This design comes from an exercise in tuning for small area, a short achievable clock period and few clock cycles on the open sky130 flow, not from production work.
RTL that was checked went through simulation tests only; none was proved equivalent to the original.
Power is estimated from default activity; no workload was simulated.

== JK ==
==> module fpu, before the edit <==
module fpu(
    input  logic [31:0] op_A_in,
    input  logic [31:0] op_B_in,
    input  logic clk,
    input  logic reset,
    input  logic start,
    output logic [31:0] data_out,
    output logic [3:0]  status_out,
    output logic done
);
    logic [7:0]  ea, eb, e_l, gt, eq;
    logic [8:0]  d_ab;
    logic [4:0]  sh;
    logic        a_ge_e, e_eq, fa_lt, a_big, s_l, eff_sub, swap_f, big;
    logic [25:0] m_a, m_b, m_l, m_s, m_s_sh, lost_mask;
    logic        sticky;
    logic [26:0] x, y, g, p, gg, pp, sum;
    always_comb begin
        ea   = op_A_in[30:23];
        eb   = op_B_in[30:23];
        m_a  = {|ea, op_A_in[22:0], 2'b00};
        m_b  = {|eb, op_B_in[22:0], 2'b00};
        d_ab = {1'b0, ea} - {1'b0, eb};
        gt = ea & ~eb;
        eq = ~(ea ^ eb);
        for (int l = 0; l < 3; l++)
            for (int i = 0; i < 8; i += 2 << l) begin
                gt[i] = gt[i + (1 << l)] | (eq[i + (1 << l)] & gt[i]);
                eq[i] = eq[i + (1 << l)] & eq[i];
            end
        a_ge_e = gt[0] | eq[0];
        e_eq   = eq[0];
        fa_lt  = op_A_in[22:0] < op_B_in[22:0];
        e_l  = a_ge_e ? ea  : eb;
        m_l  = a_ge_e ? m_a : m_b;
        m_s  = a_ge_e ? m_b : m_a;
        sh   = a_ge_e ? d_ab[4:0] : eb[4:0] - ea[4:0];
        a_big = e_eq ? ~fa_lt : a_ge_e;
        s_l   = a_big ? op_A_in[31] : op_B_in[31];
        eff_sub = op_A_in[31] ^ op_B_in[31];
        swap_f  = eff_sub & e_eq & fa_lt;
        big       = d_ab[8] ? (d_ab[7:0] <= 8'd231) : (d_ab[7:0] >= 8'd25);
        m_s_sh    = big ? 26'd0 : (m_s >> sh);
        lost_mask = big ? 26'h3ffffff : ~(26'h3ffffff << sh);
        sticky    = |(m_s & lost_mask);
        x = {1'b0, m_l} ^ {27{eff_sub}};
        y = {1'b0, m_s_sh};
        g = x & y;
        p = x ^ y;
        gg = g;
        pp = p;
        gg[0] = g[0] | (p[0] & swap_f);
        for (int l = 0; l < 5; l++)
            for (int i = (2 << l) - 1; i < 27; i += (2 << l)) begin
                gg[i] = gg[i] | (pp[i] & gg[i - (1 << l)]);
                pp[i] = pp[i] & pp[i - (1 << l)];
            end
        for (int l = 3; l >= 0; l--)
            for (int i = (3 << l) - 1; i < 27; i += (2 << l)) begin
                gg[i] = gg[i] | (pp[i] & gg[i - (1 << l)]);
                pp[i] = pp[i] & pp[i - (1 << l)];
            end
        sum = (p ^ {27{eff_sub & ~swap_f}}) ^ {gg[25:0], swap_f};
    end
    logic [26:0] r;
    logic [7:0]  e_q;
    logic        s_q, sticky_q;
    always_ff @(posedge clk) begin
        r        <= sum;
        e_q      <= e_l;
        s_q      <= s_l;
        sticky_q <= sticky;
    end
    always_ff @(posedge clk or negedge reset) begin
        if (!reset) done <= 1'b0;
        else        done <= start;
    end
    logic        zero, left, c_out, uf, ovf;
    logic [25:0] w, n0, n1, n2, n3, n4, keep;
    logic [23:0] ca;
    logic [22:0] inc, f_out;
    logic [4:0]  k;
    logic [7:0]  e_p1, e_p2, e_nr, e_left, e_out;
    always_comb begin
        zero = ~|r;
        left = ~r[26] & ~r[25];
        w  = r[26] ? r[26:1] : r[25:0];
        ca = w[25:2];
        for (int l = 0; l < 5; l++)
            for (int i = 0; i < 24; i++)
                if (i[l]) ca[i] = ca[i] & ca[((i >> (l + 1)) << (l + 1)) + (1 << l) - 1];
        inc   = w[24:2] ^ ({ca[21:0], 1'b1} & {23{w[0]}});
        c_out = w[0] & ca[23];
        e_p1  = e_q + 8'd1;
        e_p2  = e_q + 8'd2;
        e_nr  = (r[26] & c_out) ? e_p2 : (r[26] | c_out) ? e_p1 : e_q;
        k[4] = ~|r[25:10]; n1 = k[4] ? {r[9:0], 16'd0} : r[25:0];
        k[3] = ~|n1[25:18]; n2 = k[3] ? {n1[17:0], 8'd0} : n1;
        k[2] = ~|n2[25:22]; n3 = k[2] ? {n2[21:0], 4'd0} : n2;
        k[1] = ~|n3[25:24]; n4 = k[1] ? {n3[23:0], 2'd0} : n3;
        k[0] = ~n4[25];     n0 = k[0] ? {n4[24:0], 1'd0} : n4;
        e_left = e_q - {3'd0, k};
        keep = ~(26'h3ffffff >> e_q);
        uf   = ~r[26] & ~|(r[25:0] & keep);
        ovf  = (&e_q) | (~left & ((e_q == 8'd254 & (r[26] | c_out)) | (e_q == 8'd253 & r[26] & c_out)));
        e_out = left ? e_left : e_nr;
        f_out = left ? n0[24:2] : inc;
        if (zero) begin
            data_out = 32'd0;                   status_out = 4'b0001;
        end else if (ovf) begin
            data_out = {s_q, 8'hFF, 23'd0};     status_out = 4'b0100;
        end else if (uf) begin
            data_out = 32'd0;                   status_out = 4'b1000;
        end else begin
            data_out = {s_q, e_out, f_out};
            status_out = (w[0] && !left) || sticky_q ? 4'b0010 : 4'b0001;
        end
    end
endmodule
export LEC_CHECK = 0
export ABC_AREA = 1
export CAP_MARGIN = 20
export CORE_MARGIN = 2
export CORE_UTILIZATION = 45
export GPL_TIMING_DRIVEN = 0
export SLEW_MARGIN = 20
create_clock -name core_clock -period 10.0 [get_ports {clk}]
standard.sh (not shown) runs the stock make flow with config.mk's settings and CLKGATE_MAP_FILE= SYNTH_SCRIPT=/design/flow/synth_recipe.tcl, a recipe that flattens the netlist after the stock synthesis.
==> flow/flow/run.sh <==
#!/bin/bash
# The standard layout, with plain buffers (sky130_fd_sc_hd__buf_1) on the
# ports in place of the delay cells that buffer_ports picks by default.
# Timing repair aims at 3.6 ns of setup slack up to clock tree synthesis,
# and at 3.0 ns in the repair after global routing.
set -euo pipefail
export BUFFER_PORTS_ARGS="-buffer_cell sky130_fd_sc_hd__buf_1"
SETUP_SLACK_MARGIN=3.6 bash standard.sh cts > standard_make_to_cts.log 2>&1
SETUP_SLACK_MARGIN=3.0 bash standard.sh > standard_make.log 2>&1
Testbench counts of JK, summed over its fixed seeds: cycles 3,200.
The following lists how MS was set up differently from JK:
--- a/flow/design.v
+++ b/flow/design.v
@@ -73,13 +73,14 @@
     end
     always_ff @(posedge clk or negedge reset) begin
         if (!reset) done <= 1'b0;
         else        done <= start;
     end
     logic        zero, left, c_out, uf, ovf;
-    logic [25:0] w, n0, n1, n2, n3, n4, keep;
+    logic [25:0] w, n0, n1, n2, n3, n4;
+    logic        uf_le, uf_eq;
     logic [23:0] ca;
     logic [22:0] inc, f_out;
     logic [4:0]  k;
     logic [7:0]  e_p1, e_p2, e_nr, e_left, e_out;
     always_comb begin
         zero = ~|r;
@@ -97,14 +98,19 @@
         k[4] = ~|r[25:10]; n1 = k[4] ? {r[9:0], 16'd0} : r[25:0];
         k[3] = ~|n1[25:18]; n2 = k[3] ? {n1[17:0], 8'd0} : n1;
         k[2] = ~|n2[25:22]; n3 = k[2] ? {n2[21:0], 4'd0} : n2;
         k[1] = ~|n3[25:24]; n4 = k[1] ? {n3[23:0], 2'd0} : n3;
         k[0] = ~n4[25];     n0 = k[0] ? {n4[24:0], 1'd0} : n4;
         e_left = e_q - {3'd0, k};
-        keep = ~(26'h3ffffff >> e_q);
-        uf   = ~r[26] & ~|(r[25:0] & keep);
+        uf_le = 1'b0;
+        uf_eq = ~|e_q[7:5];
+        for (int i = 4; i >= 0; i--) begin
+            uf_le = uf_le | (uf_eq & ~e_q[i] & k[i]);
+            uf_eq = uf_eq & ~(e_q[i] ^ k[i]);
+        end
+        uf   = ~r[26] & (uf_le | uf_eq);
         ovf  = (&e_q) | (~left & ((e_q == 8'd254 & (r[26] | c_out)) | (e_q == 8'd253 & r[26] & c_out)));
         e_out = left ? e_left : e_nr;
         f_out = left ? n0[24:2] : inc;
         if (zero) begin
             data_out = 32'd0;                   status_out = 4'b0001;
         end else if (ovf) begin
Notes after the runs:
- [MS vs JK] portion of total power attributed to the clock network: lower in MS
- On total power divided by cell area, the lower figure sits with JK, not MS.
- Count of placed standard cells including taps (MS vs. JK) decreases by a few percent
- The combinational cell power in MS is 1.17 times that in JK.
- Delta (MS minus JK): area overhead of the layout relative to synthesis has increased; final weighted congestion in routability-driven placement has decreased.
- Looking at endpoint of the most critical setup path, the data_out[29] result is from JK; the r[26]$_DFF_P_ one comes from MS.
The RTL of MS was laid out without a check of its function.

[static timing again, ports no longer ideal]
No port has a modelled driver above. Below, the same layouts with a new extraction and two added sets of constraints.
Step 1 (the two cells are an assumption about what drives the block):
set clk [get_ports {clk}]
set_driving_cell -lib_cell sky130_fd_sc_hd__clkbuf_16 $clk
set_driving_cell -lib_cell sky130_fd_sc_hd__buf_2 [delete_from_list [all_inputs] $clk]
Step 2 adds t to the input delays and takes it off the output delays; t is the mean of the earliest and latest rising clock arrival at the registers after step 1. Input paths then give back, and output paths get back, about the clock's delay inside the block.
Slacks: ideal ports / drivers / drivers and shift; pairs: ideal ports / drivers.
| run | t (ns) | setup WS [ns] | slew at the worst register clock pin (ns) |
|---|---|---|---|
| JK | 0.309 | 3.540 / 3.505 / 3.291 | 0.05 / 0.05 |
| MS | 0.318 | 3.486 / 3.493 / 3.185 | 0.06 / 0.06 |
After both steps setup and hold are still met in every run listed. For MS, which loses most, drivers alone change the setup slack by +0.007 ns; drivers and shift together by -0.301 ns.
